What follows belongs to an exercise in optimizing a design on an open flow for small area; a production flow would make more cautious choices. In this exercise RTL edits were held to simulation tests only and were not proved equivalent to the original. The flow treats the clock pin as an ideal source. Dropping or thinning the clock tree relies on that and would not hold on a real chip. Power is estimated from default activity; no workload was simulated.

==> flow/design.v <==
`timescale 1ps/1ps
module spi_screen(
	input clk,
	input resetn,
	output lcd_resetn,
	output lcd_cs,
	output lcd_rs,
	output lcd_data
);
reg [4:0] b;
reg [7:0] s;
reg [7:0] x;
reg       done;
reg [8:0] rom;
always @(*) begin
	case (s[6:0])
		7'd53: rom = 9'h002;
		7'd54: rom = 9'h040;
		7'd58: rom = 9'h036;
		7'd59: rom = 9'h170;
		7'd60: rom = 9'h03a;
		7'd61: rom = 9'h105;
		7'd62: rom = 9'h0b2;
		7'd63: rom = 9'h10c;
		7'd64: rom = 9'h10c;
		7'd65: rom = 9'h100;
		7'd66: rom = 9'h133;
		7'd67: rom = 9'h133;
		7'd68: rom = 9'h0b7;
		7'd69: rom = 9'h135;
		7'd70: rom = 9'h0bb;
		7'd71: rom = 9'h119;
		7'd72: rom = 9'h0c0;
		7'd73: rom = 9'h12c;
		7'd74: rom = 9'h0c2;
		7'd75: rom = 9'h101;
		7'd76: rom = 9'h0c3;
		7'd77: rom = 9'h112;
		7'd78: rom = 9'h0c4;
		7'd79: rom = 9'h120;
		7'd80: rom = 9'h0c6;
		7'd81: rom = 9'h10f;
		7'd82: rom = 9'h0d0;
		7'd83: rom = 9'h1a4;
		7'd84: rom = 9'h1a1;
		7'd85: rom = 9'h0e0;
		7'd86: rom = 9'h1d0;
		7'd87: rom = 9'h104;
		7'd88: rom = 9'h10d;
		7'd89: rom = 9'h111;
		7'd90: rom = 9'h113;
		7'd91: rom = 9'h12b;
		7'd92: rom = 9'h13f;
		7'd93: rom = 9'h154;
		7'd94: rom = 9'h14c;
		7'd95: rom = 9'h118;
		7'd96: rom = 9'h10d;
		7'd97: rom = 9'h10b;
		7'd98: rom = 9'h11f;
		7'd99: rom = 9'h123;
		7'd100: rom = 9'h0e1;
		7'd101: rom = 9'h1d0;
		7'd102: rom = 9'h104;
		7'd103: rom = 9'h10c;
		7'd104: rom = 9'h111;
		7'd105: rom = 9'h113;
		7'd106: rom = 9'h12c;
		7'd107: rom = 9'h13f;
		7'd108: rom = 9'h144;
		7'd109: rom = 9'h151;
		7'd110: rom = 9'h12f;
		7'd111: rom = 9'h11f;
		7'd112: rom = 9'h11f;
		7'd113: rom = 9'h120;
		7'd114: rom = 9'h123;
		7'd115: rom = 9'h021;
		7'd116: rom = 9'h029;
		7'd117: rom = 9'h02a;
		7'd118: rom = 9'h100;
		7'd119: rom = 9'h128;
		7'd120: rom = 9'h101;
		7'd121: rom = 9'h117;
		7'd122: rom = 9'h02b;
		7'd123: rom = 9'h100;
		7'd124: rom = 9'h135;
		7'd125: rom = 9'h100;
		7'd126: rom = 9'h1bb;
		7'd127: rom = 9'h02c;
		default: rom = 9'h000;
	endcase
end
wire b8  = (b == 5'd8);
wire b16 = b[4];
wire col0 = (x == 8'd222);
wire col1 = (x == 8'd0);
wire frozen = done & (b == 5'd0) & col0 & (s == 8'd247);
always @(posedge clk or negedge resetn) begin
	if (~resetn) begin
		b <= 0;
		s <= 8'd172;
		x <= 8'd222;
		done <= 0;
	end else if (!frozen) begin
		b <= (b16 | (b8 & ~done)) ? 5'd0 : b + 5'd1;
		if (~done) begin
			if (b8) begin
				s <= s + 8'd1;
				if (s == 8'd255) done <= 1;
			end
		end else begin
			if (b8 & col0) s <= s + 8'd7;
			else if (b16 & col0) s <= s + 8'd9;
			else if (b8 & col1) s <= s + 8'd1;
		end
		if (b16) begin
			if (col0) x <= 8'd0;
			else if (col1) x <= 8'd16;
			else x <= x + 8'd17;
		end
	end
end
wire pre_cs_low = (s >= 8'd186 && !b8) || (s == 8'd181 && b >= 5'd3) || (s == 8'd182 && b <= 5'd1);
wire pre_data = rom[3'd7 - b[2:0]];
wire pre_resetn = !(s < 8'd175 || (s == 8'd175 && b == 5'd0));
reg pix_data;
always @(*) begin
	case (b)
		5'd1: pix_data = x[7] & (s != 8'd0);
		5'd2: pix_data = x[6] & (s != 8'd0);
		5'd3: pix_data = x[5] & (s != 8'd0);
		5'd4: pix_data = x[4] & (s != 8'd0);
		5'd5: pix_data = x[3] & (s != 8'd0);
		5'd6: pix_data = s[7];
		5'd7: pix_data = s[6];
		5'd8: pix_data = s[5];
		5'd9: pix_data = s[4];
		5'd10: pix_data = s[3];
		5'd11: pix_data = s[2];
		default: pix_data = 1'b0;
	endcase
end
assign lcd_resetn = done | pre_resetn;
assign lcd_cs     = done ? (b == 5'd0) : !pre_cs_low;
assign lcd_rs     = done | rom[8];
assign lcd_data   = done ? pix_data : pre_data;
endmodule
clock: 10.0 ns
lec_check: 0
cap_margin: 20
core_margin: 2
core_utilization: 40
cts_buf_list: sky130_fd_sc_hd__clkbuf_8
cts_cluster_diameter: 200
cts_cluster_size: 40
slew_margin: 20
standard.sh (not shown) runs the stock make flow with config.mk's settings and CLKGATE_MAP_FILE= SYNTH_SCRIPT=/design/flow/synth_recipe.tcl, a recipe that flattens the netlist after the stock synthesis.
==> flow/flow/run.sh <==
#!/bin/bash
# Own layout flow: the standard synthesis, then the combinational logic of
# its netlist is mapped again for area by ABC with a few scripts, keeping the
# smallest result (the flip-flops, their names and cell types stay as the
# standard synthesis made them), then the standard layout from that
# netlist. Each tool writes its full output to a log file here.
set -euo pipefail
R=orfs/results/$FLOW_PLATFORM/spi_screen/base
bash standard.sh synth > log_synth.txt 2>&1
cp $R/1_2_yosys.v std_synth.v
LIB=$FLOW_HOME/platforms/$FLOW_PLATFORM/lib/sky130_fd_sc_hd__tt_025C_1v80.lib
R2="balance; rewrite; refactor; balance; rewrite; rewrite -z; balance; refactor -z; rewrite -z; balance"
scripts=(
 "strash; $R2; &get -n; &deepsyn -T 20; &put; dch -f; amap -F 2 -A 5; topo"
 "strash; $R2; &get -n; &deepsyn -T 20; &put; dch -f; amap; topo"
 "strash; $R2; &get -n; &deepsyn -T 20 -S 3; &put; dch -f; amap -F 2 -A 5; topo"
 "strash; $R2; &get -n; &deepsyn -T 20; &put; dch -f; map -a; topo"
 "strash; $R2; &get -n; &deepsyn -T 20 -S 7; &put; dch -f; amap -m; topo"
 "strash; $R2; $R2; dch -f; amap -F 2 -A 5; topo"
 "strash; dch -f; map -a; topo"
 "strash; $R2; &get -n; &deepsyn -T 20 -S 11; &put; dch -f; map -a; topo"
)
reopt() {
  i=$1
  echo "${scripts[$i]}" > $PWD/area_$i.abc
  yosys -l log_reopt_$i.txt -p "
read_liberty -ignore_miss_func $LIB
read_verilog std_synth.v
hierarchy -top $FLOW_TOP
blackbox sky130_fd_sc_hd__*df* sky130_fd_sc_hd__conb_1
flatten
opt_clean
abc -liberty $LIB -dont_use *lpflow* -dont_use *probe* -dont_use sky130_fd_sc_hd__fa_* -dont_use sky130_fd_sc_hd__ha_* -D 10000 -script $PWD/area_$i.abc
opt_clean -purge
hilomap -singleton -hicell sky130_fd_sc_hd__conb_1 HI -locell sky130_fd_sc_hd__conb_1 LO
splitnets
opt_clean -purge
stat -liberty $LIB
write_verilog -noattr -noexpr -nohex -nodec reopt_$i.v
" > /dev/null 2>&1 || true
}
for i in 0 1 2 3; do reopt $i & done; wait
for i in 4 5 6 7; do reopt $i & done; wait
best=""; bestA=1e18
for i in 0 1 2 3 4 5 6 7; do
  a=$(grep "Chip area" log_reopt_$i.txt 2>/dev/null | awk '{print $NF}' || true)
  [ -n "$a" ] && [ -f reopt_$i.v ] || continue
  if python3 -c "import sys; sys.exit(0 if $a < $bestA else 1)"; then best=$i; bestA=$a; fi
done
echo "reopt areas:" > log_choice.txt; grep -H "Chip area" log_reopt_*.txt >> log_choice.txt || true
echo "chosen: $best ($bestA)" >> log_choice.txt
if [ -n "$best" ]; then cp reopt_$best.v $R/1_2_yosys.v; rm -f $R/1_synth.odb $R/1_synth.sdc; fi
bash standard.sh "BUFFER_PORTS_ARGS=-buffer_cell sky130_fd_sc_hd__buf_1" finish > log_finish.txt 2>&1
==> next run, changes <==
--- a/flow/flow/run.sh
+++ b/flow/flow/run.sh
@@ -53 +53 @@
-bash standard.sh "BUFFER_PORTS_ARGS=-buffer_cell sky130_fd_sc_hd__buf_1" finish > log_finish.txt 2>&1
+bash standard.sh finish > log_finish.txt 2>&1
CTS_BUF_LIST = default   (was sky130_fd_sc_hd__clkbuf_8)
CTS_CLUSTER_DIAMETER = default   (was 200)
CTS_CLUSTER_SIZE = default   (was 40)
Outcome: Total power went up by 1.9%; die area is unchanged; first-iteration DRC count rises by 19%; design area climbs by 0.95%; clock skew falls by 0.0046 ns; clock-buffer cell count is unchanged.
==> next run, changes <==
--- a/flow/flow/run.sh
+++ b/flow/flow/run.sh
@@ -13,10 +13,8 @@
-scripts=(
- "strash; $R2; &get -n; &deepsyn -T 20; &put; dch -f; amap -F 2 -A 5; topo"
- "strash; $R2; &get -n; &deepsyn -T 20; &put; dch -f; amap; topo"
- "strash; $R2; &get -n; &deepsyn -T 20 -S 3; &put; dch -f; amap -F 2 -A 5; topo"
- "strash; $R2; &get -n; &deepsyn -T 20; &put; dch -f; map -a; topo"
- "strash; $R2; &get -n; &deepsyn -T 20 -S 7; &put; dch -f; amap -m; topo"
- "strash; $R2; $R2; dch -f; amap -F 2 -A 5; topo"
- "strash; dch -f; map -a; topo"
- "strash; $R2; &get -n; &deepsyn -T 20 -S 11; &put; dch -f; map -a; topo"
-)
+D="&get -n; &deepsyn -T 20 -S"
+M="dch -f; amap -F 2 -A 5; topo"
+scripts=()
+for S in 0 3 21 34 7 1; do scripts+=("strash; $R2; $D $S; &put; $M"); done
+scripts+=("strash; $R2; $D 0; &put; dch -f; amap; topo")
+scripts+=("strash; $R2; $D 0; &put; dch -f; map -a; topo")
+for S in $(seq 40 79); do scripts+=("strash; $R2; $D $S; &put; $R2; $D $((S+20)); &put; $M"); done
+N=${#scripts[@]}
@@ -42,2 +40,3 @@
-for i in 0 1 2 3; do reopt $i & done; wait
-for i in 4 5 6 7; do reopt $i & done; wait
+for k in $(seq 0 4 $((N-1))); do
+  for i in $k $((k+1)) $((k+2)) $((k+3)); do [ $i -lt $N ] && reopt $i & done; wait
+done
@@ -45 +44 @@
-for i in 0 1 2 3 4 5 6 7; do
+for i in $(seq 0 $((N-1))); do
@@ -53 +52 @@
-bash standard.sh finish > log_finish.txt 2>&1
+bash standard.sh "BUFFER_PORTS_ARGS=-buffer_cell sky130_fd_sc_hd__buf_1" "PRE_CTS_TCL=$PWD/flow/pre_cts.tcl" finish > log_finish.txt 2>&1
==> flow/flow/pre_cts.tcl (new file) <==
# Clock tree of one buffer: the clock port drives one clock buffer, placed at
# the centre of the flip-flops, which drives every flip-flop's clock pin.
proc my_one_clock_buffer {cell} {
  set block [ord::get_db_block]
  set db [ord::get_db]
  set clk [$block findNet clk]
  set master [$db findMaster $cell]
  set inst [odb::dbInst_create $block $master clkbuf_root]
  set net [odb::dbNet_create $block clk_root]
  $net setSigType CLOCK
  set sx 0; set sy 0; set n 0
  foreach it [$clk getITerms] {
    set i [$it getInst]
    set x [lindex [$i getLocation] 0]; set y [lindex [$i getLocation] 1]
    incr sx $x; incr sy $y; incr n
    $it disconnect
    $it connect $net
  }
  [$inst findITerm A] connect $clk
  [$inst findITerm X] connect $net
  $inst setLocation [expr {$sx / $n}] [expr {$sy / $n}]
  $inst setPlacementStatus PLACED
  puts "one clock buffer $cell drives $n clock pins"
}
my_one_clock_buffer sky130_fd_sc_hd__clkbuf_16
# the clock tree is built above: clock_tree_synthesis has nothing left to do
proc clock_tree_synthesis {args} { puts "clock_tree_synthesis skipped: one clock buffer" }
Result: Synthesized cell count climbs by 0.72%; power drops by 16%; sequential share of layout area climbs by 1.2 points; synthesized area drops by 1.7%; routed wire length drops by 9.2%; via count drops by 2.5%; core utilization drops by 1.5 points; first-iteration DRC count climbs by 2.9%; hold slack barely changes; cell count stays the same.
==> next run, changes <==
--- a/flow/flow/run.sh
+++ b/flow/flow/run.sh
@@ -15,6 +15,18 @@
-scripts=()
-for S in 0 3 21 34 7 1; do scripts+=("strash; $R2; $D $S; &put; $M"); done
-scripts+=("strash; $R2; $D 0; &put; dch -f; amap; topo")
-scripts+=("strash; $R2; $D 0; &put; dch -f; map -a; topo")
-for S in $(seq 40 79); do scripts+=("strash; $R2; $D $S; &put; $R2; $D $((S+20)); &put; $M"); done
-N=${#scripts[@]}
+scripts=(
+ "strash; $R2; $D 0; &put; $M"
+ "strash; $R2; $D 0; &put; dch -f; amap; topo"
+ "strash; $R2; $D 3; &put; $M"
+ "strash; $R2; $D 0; &put; dch -f; map -a; topo"
+ "strash; $R2; $D 0; &put; $R2; $D 2; &put; $M"
+ "strash; $R2; $D 21; &put; $M"
+ "strash; $R2; $D 7; &put; dch -f; amap -m; topo"
+ "strash; $R2; $D 1; &put; $R2; $D 2; &put; $R2; $D 3; &put; $M"
+ "strash; $R2; $D 1; &put; $R2; $D 3; &put; $M"
+ "strash; $R2; $D 34; &put; $M"
+ "strash; $R2; $D 0; &put; $M; strash; $R2; $D 2; &put; $M"
+ "strash; $R2; $D 5; &put; $R2; $D 6; &put; $M"
+ "strash; $R2; $D 8; &put; $R2; $D 9; &put; $M"
+ "strash; $R2; $D 10; &put; $R2; $D 11; &put; $M"
+ "strash; $R2; $D 12; &put; $R2; $D 13; &put; $M"
+ "strash; $R2; $D 14; &put; $R2; $D 15; &put; $M"
+)
@@ -40,2 +52,2 @@
-for k in $(seq 0 4 $((N-1))); do
-  for i in $k $((k+1)) $((k+2)) $((k+3)); do [ $i -lt $N ] && reopt $i & done; wait
+for k in 0 4 8 12; do
+  for i in $k $((k+1)) $((k+2)) $((k+3)); do reopt $i & done; wait
@@ -44 +56 @@
-for i in $(seq 0 $((N-1))); do
+for i in $(seq 0 15); do
The changed run completed without violations; cell count drops slightly; via count drops slightly; register-to-register slack is better by 0.73 ns; sequential power stays flat; total power climbs slightly; synthesized area drops slightly; global-route usage climbs by 0.32 points; die area drops slightly.
==> next run, changes <==
--- a/flow/flow/run.sh
+++ b/flow/flow/run.sh
@@ -13,2 +12,0 @@
-D="&get -n; &deepsyn -T 20 -S"
-M="dch -f; amap -F 2 -A 5; topo"
@@ -16,16 +14,8 @@
- "strash; $R2; $D 0; &put; $M"
- "strash; $R2; $D 0; &put; dch -f; amap; topo"
- "strash; $R2; $D 3; &put; $M"
- "strash; $R2; $D 0; &put; dch -f; map -a; topo"
- "strash; $R2; $D 0; &put; $R2; $D 2; &put; $M"
- "strash; $R2; $D 21; &put; $M"
- "strash; $R2; $D 7; &put; dch -f; amap -m; topo"
- "strash; $R2; $D 1; &put; $R2; $D 2; &put; $R2; $D 3; &put; $M"
- "strash; $R2; $D 1; &put; $R2; $D 3; &put; $M"
- "strash; $R2; $D 34; &put; $M"
- "strash; $R2; $D 0; &put; $M; strash; $R2; $D 2; &put; $M"
- "strash; $R2; $D 5; &put; $R2; $D 6; &put; $M"
- "strash; $R2; $D 8; &put; $R2; $D 9; &put; $M"
- "strash; $R2; $D 10; &put; $R2; $D 11; &put; $M"
- "strash; $R2; $D 12; &put; $R2; $D 13; &put; $M"
- "strash; $R2; $D 14; &put; $R2; $D 15; &put; $M"
+ "strash; $R2; &get -n; &deepsyn -T 20; &put; dch -f; amap -F 2 -A 5; topo"
+ "strash; $R2; &get -n; &deepsyn -T 20; &put; dch -f; amap; topo"
+ "strash; $R2; &get -n; &deepsyn -T 20 -S 3; &put; dch -f; amap -F 2 -A 5; topo"
+ "strash; $R2; &get -n; &deepsyn -T 20; &put; dch -f; map -a; topo"
+ "strash; $R2; &get -n; &deepsyn -T 20 -S 7; &put; dch -f; amap -m; topo"
+ "strash; $R2; $R2; dch -f; amap -F 2 -A 5; topo"
+ "strash; dch -f; map -a; topo"
+ "strash; $R2; &get -n; &deepsyn -T 20 -S 11; &put; dch -f; map -a; topo"
@@ -52,3 +42,2 @@
-for k in 0 4 8 12; do
-  for i in $k $((k+1)) $((k+2)) $((k+3)); do reopt $i & done; wait
-done
+for i in 0 1 2 3; do reopt $i & done; wait
+for i in 4 5 6 7; do reopt $i & done; wait
@@ -56 +45 @@
-for i in $(seq 0 15); do
+for i in 0 1 2 3 4 5 6 7; do
--- a/flow/flow/pre_cts.tcl
+++ b/flow/flow/pre_cts.tcl
@@ -25 +25 @@
-my_one_clock_buffer sky130_fd_sc_hd__clkbuf_16
+my_one_clock_buffer sky130_fd_sc_hd__clkbuf_8
What happened: Cell count rose by 1.2%; clock skew hardly moves; power fell by 8.3%; maximum frequency fell by 5.0%; wire length rose by 11%; area after synthesis rose by 2.3%; sequential share of layout area fell by 0.46 points.
==> next run, changes <==
--- a/flow/flow/run.sh
+++ b/flow/flow/run.sh
@@ -53 +53 @@
-bash standard.sh "BUFFER_PORTS_ARGS=-buffer_cell sky130_fd_sc_hd__buf_1" "PRE_CTS_TCL=$PWD/flow/pre_cts.tcl" finish > log_finish.txt 2>&1
+bash standard.sh "BUFFER_PORTS_ARGS=-buffer_cell sky130_fd_sc_hd__buf_1" "CTS_ARGS=-buf_list sky130_fd_sc_hd__clkbuf_16 -root_buf sky130_fd_sc_hd__clkbuf_16 -dont_use_dummy_load -repair_clock_nets" finish > log_finish.txt 2>&1
removed: flow/flow/pre_cts.tcl
- The new run finished clean
- utilization grows by 1.4 points
- power rises by 41%
- sequential power barely changes
In the third, fourth and fifth runs of this note the design's own scripts or RTL, not TritonCTS, make the clock network.

re-timing with driven ports:
How much do the figures lean on ideal ports? The routed layouts below were timed once more, with nothing changed but the port constraints.
Step 1: set_driving_cell puts a clkbuf_16 on clk and a buf_2 on each other input, an assumption about the parent block.
Step 2 moves the port delays by t, midway between the first and last clock arrival at a register: inputs arrive t later, outputs are due t later. That takes back most of the time a late clock gives input paths.
a / b / c = no drivers / after step 1 / after step 2; a / b = the first two.
run | t, ns | setup WS [ns] | worst setup path at the end | slew at the worst register clock pin (ns) | worst slew at a driven data input, ns
the first run | 0.284 | 4.127 / 4.102 / 4.387 | register to output | 0.08 / 0.08 | 0.03
the second run | 0.288 | 3.768 / 3.742 / 4.030 | register to output | 0.08 / 0.08 | 0.03
the third run | 0.179 | 4.113 / 4.084 / 4.263 | register to output | 0.09 / 0.09 | 0.03
the fourth run | 0.179 | 4.504 / 4.476 / 4.655 | register to output | 0.09 / 0.09 | 0.03
the fifth run | 0.197 | 4.212 / 4.189 / 4.385 | register to output | 0.12 / 0.12 | 0.03
the sixth run | 0.278 | 4.180 / 4.150 / 4.428 | register to output | 0.05 / 0.05 | 0.03
After both steps every run listed still meets setup and hold.
